Source: an optimization exercise on an open RTL-to-GDS flow (aim: a short achievable clock period and few clock cycles). Production flows keep margins and buffers that such runs may drop. Only simulation tests tie the RTL to the original design; equivalence was not proved.

==> inputs of run H <==
## single_cycle_cpu
module single_cycle_cpu (
    input  logic        clk,
    input  logic        rst,
    output logic [31:0] imem_addr,
    input  logic [31:0] imem_rdata,
    output logic [31:0] dmem_addr,
    output logic [63:0] dmem_wdata,
    output logic        dmem_we,
    input  logic [63:0] dmem_rdata
);
==> flow/config.mk <==
export PLATFORM = sky130hd
export DESIGN_NAME = single_cycle_cpu
export DESIGN_NICKNAME = single_cycle_cpu
export VERILOG_FILES = /design/flow/design.v
export SDC_FILE = /design/flow/constraint.sdc
export NUM_CORES = 8
export LEC_CHECK = 0
export CAP_MARGIN = 20
export CORE_MARGIN = 2
export CORE_UTILIZATION = 72
export PLACE_DENSITY = 0.82
export SLEW_MARGIN = 20
export SYNTH_HIERARCHICAL = 1
export SYNTH_MINIMUM_KEEP_SIZE = 0
==> flow/constraint.sdc <==
create_clock -name core_clock -period 11.0 [get_ports {clk}]
set_input_delay 2.2000 -clock core_clock [delete_from_list [all_inputs] [get_ports {clk}]]
set_output_delay 2.2000 -clock core_clock [all_outputs]
set_load 0.01 [all_outputs]
standard.sh (not shown) runs the stock make flow with config.mk's settings and CLKGATE_MAP_FILE= SYNTH_SCRIPT=/design/flow/synth_recipe.tcl, a recipe that flattens the netlist after the stock synthesis.
==> flow/flow/run.sh <==
#!/bin/bash
set -euo pipefail
bash standard.sh ADDER_MAP_FILE= SETUP_SLACK_MARGIN=7 TNS_END_PERCENT=5 \
    "BUFFER_PORTS_ARGS=-buffer_cell sky130_fd_sc_hd__buf_4" \
    "IO_CONSTRAINTS=$PWD/flow/io.tcl" finish > run_make.log 2>&1
==> flow/flow/io.tcl <==
# Port placement: the data memory bus on the top edge, the instruction
# memory bus on the bottom edge, clock (near the middle) and reset on the left edge.
set_io_pin_constraint -pin_names {dmem_addr[*] dmem_wdata[*] dmem_we dmem_rdata[*]} -region top:*
set_io_pin_constraint -pin_names {imem_addr[*] imem_rdata[*]} -region bottom:*
set_io_pin_constraint -pin_names {clk} -region left:240-280
set_io_pin_constraint -pin_names {rst} -region left:*
==> inputs of run B, as changes to run H <==
--- a/flow/design.v
+++ b/flow/design.v
@@ -81,39 +81,10 @@
     input  logic [W-1:0] d,
     output logic [W-1:0] q
 );
     always_ff @(posedge clk) q <= d;
 endmodule
-module late_sel #(
-    parameter int W = 64
-) (
-    input  logic         s,
-    input  logic         x,
-    input  logic [W-1:0] a,
-    input  logic [W-1:0] b,
-    output logic [W-1:0] y
-);
-    assign y = s ? (a ^ {W{x}}) : b;
-endmodule
-module sum_zero #(
-    parameter int W = 64
-) (
-    input  logic [W-1:0] a,
-    input  logic [W-1:0] b,
-    input  logic         cin,
-    output logic         z
-);
-    assign z = ((a ^ b) == {a[W-2:0] | b[W-2:0], cin});
-endmodule
-module all_zero #(
-    parameter int W = 64
-) (
-    input  logic [W-1:0] x,
-    output logic         z
-);
-    assign z = (x == {W{1'b0}});
-endmodule
 module single_cycle_cpu (
     input  logic        clk,
     input  logic        rst,
     output logic [31:0] imem_addr,
     input  logic [31:0] imem_rdata,
@@ -260,15 +231,14 @@
     wire [63:0] a_c  = sa_w ? w_res : sa_x ? x_res : ra_d;
     wire [63:0] b_c  = sb_w ? w_res : sb_x ? x_res : rb_d;
     logic [63:0] e_res;
     logic [63:0] e_oth, sum;
     wire        e_sum = !ld_e && !lg_e;
-    wire [63:0] a_nx, sd_nx, b_nx;
-    late_sel #(.W(64)) u_fa (.s(fa && e_sum), .x(1'b0), .a(sum), .b(fa ? e_oth : a_c), .y(a_nx));
-    late_sel #(.W(64)) u_fs (.s(fb && e_sum), .x(1'b0), .a(sum), .b(fb ? e_oth : b_c), .y(sd_nx));
+    wire [63:0] a_nx  = (fa && e_sum) ? sum : (fa ? e_oth : a_c);
+    wire [63:0] sd_nx = (fb && e_sum) ? sum : (fb ? e_oth : b_c);
     wire [63:0] b_ot  = (fb && !is_ai) ? e_oth : (is_ai ? imm_i : b_c);
-    late_sel #(.W(64)) u_fb (.s(fb && !is_ai && e_sum), .x(sub), .a(sum), .b(b_ot ^ {64{sub}}), .y(b_nx));
+    wire [63:0] b_nx  = (fb && !is_ai && e_sum) ? (sum ^ {64{sub}}) : (b_ot ^ {64{sub}});
     wire [31:0] ar_nx;
     sx_add #(.W(32), .K(12), .LK(4), .LH(5)) u_agu (.a(a_c[31:0]), .b(imm_ls), .s(ar_nx));
     wire [63:0] ft      = fold_d ? {52'd0, ft_d, 2'd0} : pc4_d;
     wire        d_taken = is_br && (hb_d ? pt_d : same);
     wire        dir_d = cf_d ? pt_d : d_taken;
@@ -276,27 +246,21 @@
     wire [63:0] d_rpc   = pt_d ? ft : (cf_d ? {52'd0, t_d, 2'd0} : tgt);
     wire [63:0] bb_e = b_e;
     ks_add #(.W(64), .L(6)) u_alu (.a(a_e), .b(bb_e), .cin(sub_e), .s(sum));
     wire [63:0] lgc  = orr_e ? (a_e | b_e) : (a_e & b_e);
     assign e_oth = ld_e ? dmem_rdata : lgc;
-    late_sel #(.W(64)) u_er (.s(e_sum), .x(1'b0), .a(sum), .b(e_oth), .y(e_res));
-    wire z_s, z_l, z_m, eq_e;
-    sum_zero #(.W(64)) u_zse (.a(a_e), .b(bb_e), .cin(sub_e), .z(z_s));
-    all_zero #(.W(64)) u_zle (.x(lgc), .z(z_l));
-    all_zero #(.W(64)) u_zme (.x(dmem_rdata), .z(z_m));
-    all_zero #(.W(64)) u_eqe (.x(a_e ^ b_e), .z(eq_e));
-    wire z_x  = ld_e ? z_m : (lg_e ? z_l : z_s);
-    wire        take  = cf_e ? z_x : eq_e;
+    assign e_res = e_sum ? sum : e_oth;
+    wire z_s  = ((a_e ^ bb_e) == {a_e[62:0] | bb_e[62:0], sub_e});
+    wire z_x  = ld_e ? (dmem_rdata == 64'd0) : (lg_e ? (lgc == 64'd0) : z_s);
+    wire        take  = cf_e ? z_x : (a_e == b_e);
     wire        mis   = (br_e || cf_e) && (take != pe_e);
     wire [63:0] e_rpc = pe_e ? ft_e : tgt_e;
     assign dmem_addr  = ar_e;
     assign dmem_wdata = sd_e;
     assign dmem_we    = we_e;
     wire go = v_d && !stall && !mis;
-    wire [63:0] pc_nx;
-    late_sel #(.W(64)) u_pce (.s(mis && !rst), .x(1'b0), .a(e_rpc),
-        .b(rst ? 64'd0 : d_redir ? d_rpc : stall ? pc_f : f_next), .y(pc_nx));
+    wire [63:0] pc_nx = rst ? 64'd0 : mis ? e_rpc : d_redir ? d_rpc : stall ? pc_f : f_next;
     always_ff @(posedge clk) pc_f <= pc_nx;
     out_reg #(.W(32)) u_imem_addr (.clk(clk), .d(pc_nx[31:0]), .q(imem_addr));
     always_ff @(posedge clk) begin
         if (rst)
             v_d <= 1'b0;
@@ -390,62 +354,43 @@
     wire in_e   = (pc_e[63:12] == 52'd0) && (pc_e[1:0] == 2'd0);
     wire in_tw  = (tgt_w[63:12] == 52'd0) && (tgt_w[1:0] == 2'd0);
     wire in_te  = (tgt_e[63:12] == 52'd0) && (tgt_e[1:0] == 2'd0);
     wire seq_ew = v_w && in_w && in_e && (pc_w[11:2] + 10'd1 == pc_e[11:2]);
     wire same_e = (rs1_e == rs2_e);
-    logic       q_br, q_uc, q_df, q_ncf, q_seq, q_cfb, q_cfx;
-    logic [9:0] q_aw, q_tw, q_te, q_pe1;
-    always_ff @(posedge clk) begin
-        if (rst) begin
-            q_br <= 1'b0;
-            q_uc <= 1'b0;
-            q_cfb <= 1'b0;
-        end else begin
-            q_br  <= br_w && tk_w && !hb_w && in_w && in_tw;
-            q_uc  <= br_e && same_e && in_te;
-            q_cfb <= br_e && !same_e && in_te && (pc_e[11:2] != 10'h3ff) &&
-                     ((rs1_e == rd_w && rs2_e == 5'd0) || (rs2_e == rd_w && rs1_e == 5'd0));
-        end
-        q_df  <= cf_w && (ft_w == pc_e);
-        q_ncf <= !cf_w;
-        q_seq <= seq_ew;
-        q_cfx <= !br_w && !cf_w && wr_w;
-        q_aw  <= pc_w[11:2];
-        q_tw  <= tgt_w[11:2];
-        q_te  <= tgt_e[11:2];
-        q_pe1 <= pc_e[11:2] + 10'd1;
-    end
-    wire rq_br = q_br;
-    wire rq_df = q_uc && q_df;
-    wire rq_uf = q_uc && q_ncf && q_seq;
-    wire rq_cf = q_cfb && q_seq && q_cfx;
+    wire rq_br = br_w && tk_w && !hb_w && in_w && in_tw;
+    wire uc_e  = br_e && same_e && in_te;
+    wire rq_df = uc_e && cf_w && (ft_w == pc_e);
+    wire rq_uf = uc_e && !cf_w && seq_ew;
+    wire rq_cf = br_e && !same_e && in_te && seq_ew && (pc_e[11:2] != 10'h3ff) &&
+                 !br_w && !cf_w && wr_w &&
+                 ((rs1_e == rd_w && rs2_e == 5'd0) || (rs2_e == rd_w && rs1_e == 5'd0));
     logic        rq_v;
     logic [1:0]  rq_k;
     logic [9:0]  rq_a, rq_t, rq_f;
     always_ff @(posedge clk) begin
         if (rst)
             rq_v <= 1'b0;
         else
             rq_v <= rq_br || rq_uf || rq_df || rq_cf;
-        rq_a <= q_aw;
+        rq_a <= pc_w[11:2];
         if (rq_br) begin
             rq_k <= K_BR;
-            rq_t <= q_tw;
+            rq_t <= tgt_w[11:2];
         end else begin
             rq_k <= rq_cf ? K_CF : (rq_df ? K_DF : K_UF);
-            rq_t <= q_te;
+            rq_t <= tgt_e[11:2];
         end
-        rq_f <= rq_cf ? q_pe1 : q_te;
+        rq_f <= rq_cf ? pc_e[11:2] + 10'd1 : tgt_e[11:2];
     end
     logic [NB-1:0] rm, rm_nx;
     logic [NB-1:0] vp;         
     wire rq_hit = |rm;
     wire alloc  = rq_v && !rq_hit && (rq_k == K_BR || rq_k == K_UF || rq_k == K_CF);
-    wire same_a = (rq_a == q_aw);
+    wire same_a = (rq_a == pc_w[11:2]);
     always_comb
         for (int i = 0; i < NB; i++)
-            rm_nx[i] = (bv[i] && (ba[i*10 +: 10] == q_aw)) || (alloc && vp[i] && same_a);
+            rm_nx[i] = (bv[i] && (ba[i*10 +: 10] == pc_w[11:2])) || (alloc && vp[i] && same_a);
     always_ff @(posedge clk) rm <= rm_nx;
     always_ff @(posedge clk) begin
         if (rst)
             vp <= {{(NB-1){1'b0}}, 1'b1};
         else if (alloc)
==> flow/flow/run.sh (replaced) <==
#!/bin/bash
set -euo pipefail
bash standard.sh ADDER_MAP_FILE= SETUP_SLACK_MARGIN=7 TNS_END_PERCENT=5 \
    "BUFFER_PORTS_ARGS=-buffer_cell sky130_fd_sc_hd__buf_4" finish > run_make.log 2>&1
CORE_UTILIZATION = 50   (was 72)
PLACE_DENSITY = default   (was 0.82)
removed: flow/flow/io.tcl
==> inputs of run X, as changes to run H <==
--- a/flow/design.v
+++ b/flow/design.v
@@ -92,28 +92,10 @@
     input  logic [W-1:0] b,
     output logic [W-1:0] y
 );
     assign y = s ? (a ^ {W{x}}) : b;
 endmodule
-module sum_zero #(
-    parameter int W = 64
-) (
-    input  logic [W-1:0] a,
-    input  logic [W-1:0] b,
-    input  logic         cin,
-    output logic         z
-);
-    assign z = ((a ^ b) == {a[W-2:0] | b[W-2:0], cin});
-endmodule
-module all_zero #(
-    parameter int W = 64
-) (
-    input  logic [W-1:0] x,
-    output logic         z
-);
-    assign z = (x == {W{1'b0}});
-endmodule
 module single_cycle_cpu (
     input  logic        clk,
     input  logic        rst,
     output logic [31:0] imem_addr,
     input  logic [31:0] imem_rdata,
@@ -277,26 +259,20 @@
     wire [63:0] bb_e = b_e;
     ks_add #(.W(64), .L(6)) u_alu (.a(a_e), .b(bb_e), .cin(sub_e), .s(sum));
     wire [63:0] lgc  = orr_e ? (a_e | b_e) : (a_e & b_e);
     assign e_oth = ld_e ? dmem_rdata : lgc;
     late_sel #(.W(64)) u_er (.s(e_sum), .x(1'b0), .a(sum), .b(e_oth), .y(e_res));
-    wire z_s, z_l, z_m, eq_e;
-    sum_zero #(.W(64)) u_zse (.a(a_e), .b(bb_e), .cin(sub_e), .z(z_s));
-    all_zero #(.W(64)) u_zle (.x(lgc), .z(z_l));
-    all_zero #(.W(64)) u_zme (.x(dmem_rdata), .z(z_m));
-    all_zero #(.W(64)) u_eqe (.x(a_e ^ b_e), .z(eq_e));
-    wire z_x  = ld_e ? z_m : (lg_e ? z_l : z_s);
-    wire        take  = cf_e ? z_x : eq_e;
+    wire z_s  = ((a_e ^ bb_e) == {a_e[62:0] | bb_e[62:0], sub_e});
+    wire z_x  = ld_e ? (dmem_rdata == 64'd0) : (lg_e ? (lgc == 64'd0) : z_s);
+    wire        take  = cf_e ? z_x : (a_e == b_e);
     wire        mis   = (br_e || cf_e) && (take != pe_e);
     wire [63:0] e_rpc = pe_e ? ft_e : tgt_e;
     assign dmem_addr  = ar_e;
     assign dmem_wdata = sd_e;
     assign dmem_we    = we_e;
     wire go = v_d && !stall && !mis;
-    wire [63:0] pc_nx;
-    late_sel #(.W(64)) u_pce (.s(mis && !rst), .x(1'b0), .a(e_rpc),
-        .b(rst ? 64'd0 : d_redir ? d_rpc : stall ? pc_f : f_next), .y(pc_nx));
+    wire [63:0] pc_nx = rst ? 64'd0 : mis ? e_rpc : d_redir ? d_rpc : stall ? pc_f : f_next;
     always_ff @(posedge clk) pc_f <= pc_nx;
     out_reg #(.W(32)) u_imem_addr (.clk(clk), .d(pc_nx[31:0]), .q(imem_addr));
     always_ff @(posedge clk) begin
         if (rst)
             v_d <= 1'b0;
==> flow/flow/io.tcl (replaced) <==
# Port placement: the data memory bus on the top edge, the instruction
# memory bus on the bottom edge, clock (near the middle) and reset on the left edge.
set_io_pin_constraint -pin_names {dmem_addr[*] dmem_wdata[*] dmem_we dmem_rdata[*]} -region top:*
set_io_pin_constraint -pin_names {imem_addr[*] imem_rdata[*]} -region bottom:*
set_io_pin_constraint -pin_names {clk} -region left:260-300
set_io_pin_constraint -pin_names {rst} -region left:*
CORE_UTILIZATION = 65   (was 72)
PLACE_DENSITY = 0.75   (was 0.82)
==> inputs of run F, as changes to run H <==
--- a/flow/design.v
+++ b/flow/design.v
@@ -81,39 +81,10 @@
     input  logic [W-1:0] d,
     output logic [W-1:0] q
 );
     always_ff @(posedge clk) q <= d;
 endmodule
-module late_sel #(
-    parameter int W = 64
-) (
-    input  logic         s,
-    input  logic         x,
-    input  logic [W-1:0] a,
-    input  logic [W-1:0] b,
-    output logic [W-1:0] y
-);
-    assign y = s ? (a ^ {W{x}}) : b;
-endmodule
-module sum_zero #(
-    parameter int W = 64
-) (
-    input  logic [W-1:0] a,
-    input  logic [W-1:0] b,
-    input  logic         cin,
-    output logic         z
-);
-    assign z = ((a ^ b) == {a[W-2:0] | b[W-2:0], cin});
-endmodule
-module all_zero #(
-    parameter int W = 64
-) (
-    input  logic [W-1:0] x,
-    output logic         z
-);
-    assign z = (x == {W{1'b0}});
-endmodule
 module single_cycle_cpu (
     input  logic        clk,
     input  logic        rst,
     output logic [31:0] imem_addr,
     input  logic [31:0] imem_rdata,
@@ -260,15 +231,14 @@
     wire [63:0] a_c  = sa_w ? w_res : sa_x ? x_res : ra_d;
     wire [63:0] b_c  = sb_w ? w_res : sb_x ? x_res : rb_d;
     logic [63:0] e_res;
     logic [63:0] e_oth, sum;
     wire        e_sum = !ld_e && !lg_e;
-    wire [63:0] a_nx, sd_nx, b_nx;
-    late_sel #(.W(64)) u_fa (.s(fa && e_sum), .x(1'b0), .a(sum), .b(fa ? e_oth : a_c), .y(a_nx));
-    late_sel #(.W(64)) u_fs (.s(fb && e_sum), .x(1'b0), .a(sum), .b(fb ? e_oth : b_c), .y(sd_nx));
+    wire [63:0] a_nx  = (fa && e_sum) ? sum : (fa ? e_oth : a_c);
+    wire [63:0] sd_nx = (fb && e_sum) ? sum : (fb ? e_oth : b_c);
     wire [63:0] b_ot  = (fb && !is_ai) ? e_oth : (is_ai ? imm_i : b_c);
-    late_sel #(.W(64)) u_fb (.s(fb && !is_ai && e_sum), .x(sub), .a(sum), .b(b_ot ^ {64{sub}}), .y(b_nx));
+    wire [63:0] b_nx  = (fb && !is_ai && e_sum) ? (sum ^ {64{sub}}) : (b_ot ^ {64{sub}});
     wire [31:0] ar_nx;
     sx_add #(.W(32), .K(12), .LK(4), .LH(5)) u_agu (.a(a_c[31:0]), .b(imm_ls), .s(ar_nx));
     wire [63:0] ft      = fold_d ? {52'd0, ft_d, 2'd0} : pc4_d;
     wire        d_taken = is_br && (hb_d ? pt_d : same);
     wire        dir_d = cf_d ? pt_d : d_taken;
@@ -276,27 +246,21 @@
     wire [63:0] d_rpc   = pt_d ? ft : (cf_d ? {52'd0, t_d, 2'd0} : tgt);
     wire [63:0] bb_e = b_e;
     ks_add #(.W(64), .L(6)) u_alu (.a(a_e), .b(bb_e), .cin(sub_e), .s(sum));
     wire [63:0] lgc  = orr_e ? (a_e | b_e) : (a_e & b_e);
     assign e_oth = ld_e ? dmem_rdata : lgc;
-    late_sel #(.W(64)) u_er (.s(e_sum), .x(1'b0), .a(sum), .b(e_oth), .y(e_res));
-    wire z_s, z_l, z_m, eq_e;
-    sum_zero #(.W(64)) u_zse (.a(a_e), .b(bb_e), .cin(sub_e), .z(z_s));
-    all_zero #(.W(64)) u_zle (.x(lgc), .z(z_l));
-    all_zero #(.W(64)) u_zme (.x(dmem_rdata), .z(z_m));
-    all_zero #(.W(64)) u_eqe (.x(a_e ^ b_e), .z(eq_e));
-    wire z_x  = ld_e ? z_m : (lg_e ? z_l : z_s);
-    wire        take  = cf_e ? z_x : eq_e;
+    assign e_res = e_sum ? sum : e_oth;
+    wire z_s  = ((a_e ^ bb_e) == {a_e[62:0] | bb_e[62:0], sub_e});
+    wire z_x  = ld_e ? (dmem_rdata == 64'd0) : (lg_e ? (lgc == 64'd0) : z_s);
+    wire        take  = cf_e ? z_x : (a_e == b_e);
     wire        mis   = (br_e || cf_e) && (take != pe_e);
     wire [63:0] e_rpc = pe_e ? ft_e : tgt_e;
     assign dmem_addr  = ar_e;
     assign dmem_wdata = sd_e;
     assign dmem_we    = we_e;
     wire go = v_d && !stall && !mis;
-    wire [63:0] pc_nx;
-    late_sel #(.W(64)) u_pce (.s(mis && !rst), .x(1'b0), .a(e_rpc),
-        .b(rst ? 64'd0 : d_redir ? d_rpc : stall ? pc_f : f_next), .y(pc_nx));
+    wire [63:0] pc_nx = rst ? 64'd0 : mis ? e_rpc : d_redir ? d_rpc : stall ? pc_f : f_next;
     always_ff @(posedge clk) pc_f <= pc_nx;
     out_reg #(.W(32)) u_imem_addr (.clk(clk), .d(pc_nx[31:0]), .q(imem_addr));
     always_ff @(posedge clk) begin
         if (rst)
             v_d <= 1'b0;
@@ -441,11 +405,12 @@
     wire rq_hit = |rm;
     wire alloc  = rq_v && !rq_hit && (rq_k == K_BR || rq_k == K_UF || rq_k == K_CF);
     wire same_a = (rq_a == q_aw);
     always_comb
         for (int i = 0; i < NB; i++)
-            rm_nx[i] = (bv[i] && (ba[i*10 +: 10] == q_aw)) || (alloc && vp[i] && same_a);
+            rm_nx[i] = (bv[i] && (ba[i*10 +: 10] == q_aw) && !(alloc && vp[i])) ||
+                       (alloc && vp[i] && same_a);
     always_ff @(posedge clk) rm <= rm_nx;
     always_ff @(posedge clk) begin
         if (rst)
             vp <= {{(NB-1){1'b0}}, 1'b1};
         else if (alloc)
==> flow/flow/run.sh (replaced) <==
#!/bin/bash
set -euo pipefail
bash standard.sh ADDER_MAP_FILE= SETUP_SLACK_MARGIN=7 TNS_END_PERCENT=5 \
    "BUFFER_PORTS_ARGS=-buffer_cell sky130_fd_sc_hd__buf_4" finish > run_make.log 2>&1
CORE_UTILIZATION = 65   (was 72)
PLACE_DENSITY = 0.75   (was 0.82)
removed: flow/flow/io.tcl
==> summary.txt <==
Run B finished clean. Run F ran to the end with no violations. Run X finished with timing, DRC and antenna clean. Run H finished clean. Via count: run B < run X < run F < run H. Of run F and run B, run F has the higher sequential share of layout area (gap 0.64 points). Utilization, highest first: run H, run F, run X, run B. Cell count, lowest first: run H, run F, run X, run B. Non-clock buffer count: run B > run F > run H > run X. Maximum frequency: run B < run H < run F < run X. Of run B and run F, run F has the higher clock skew (gap 0.0086 ns).
Testbench counts of run H, summed over its fixed seeds: cycles 103,398.
Testbench counts of run B, summed over its fixed seeds: cycles 103,378.
Testbench counts of run X, summed over its fixed seeds: cycles 103,398.
Testbench counts of run F, summed over its fixed seeds: cycles 103,398.

[what the ideal ports hide]
In the flow no input, the clock included, has a driving cell. The finished layouts below were timed again as built, in two steps. Step 1 sets driving cells, clkbuf_16 on the clock port and buf_2 on the other inputs (assumed; they add their load-dependent delay and slew). Step 2 also shifts input and output timing later by t, the mid clock arrival at the registers, as if the neighbouring blocks saw the same clock. Slacks: ideal / step 1 / step 2; pairs: ideal / step 1.
run | t (ns) | slack for setup (ns) | worst setup path at the end | latest minus earliest clock arrival (ns) | cell pins on the clock port's net
run H | 1.069 | 6.439 / 6.439 / 5.421 | input to register | 0.113 / 0.112 | 1
run B | 1.123 | 6.431 / 6.495 / 5.372 | input to register | 0.071 / 0.070 | 1
run X | 1.035 | 6.636 / 6.595 / 5.560 | input to register | 0.099 / 0.100 | 1
run F | 1.101 | 6.611 / 6.617 / 5.580 | input to register | 0.086 / 0.085 | 1
After both steps every run listed still meets setup and hold. The setup slack of run X, which loses most, moves by -0.041 ns with the drivers and by -1.076 ns with both steps.
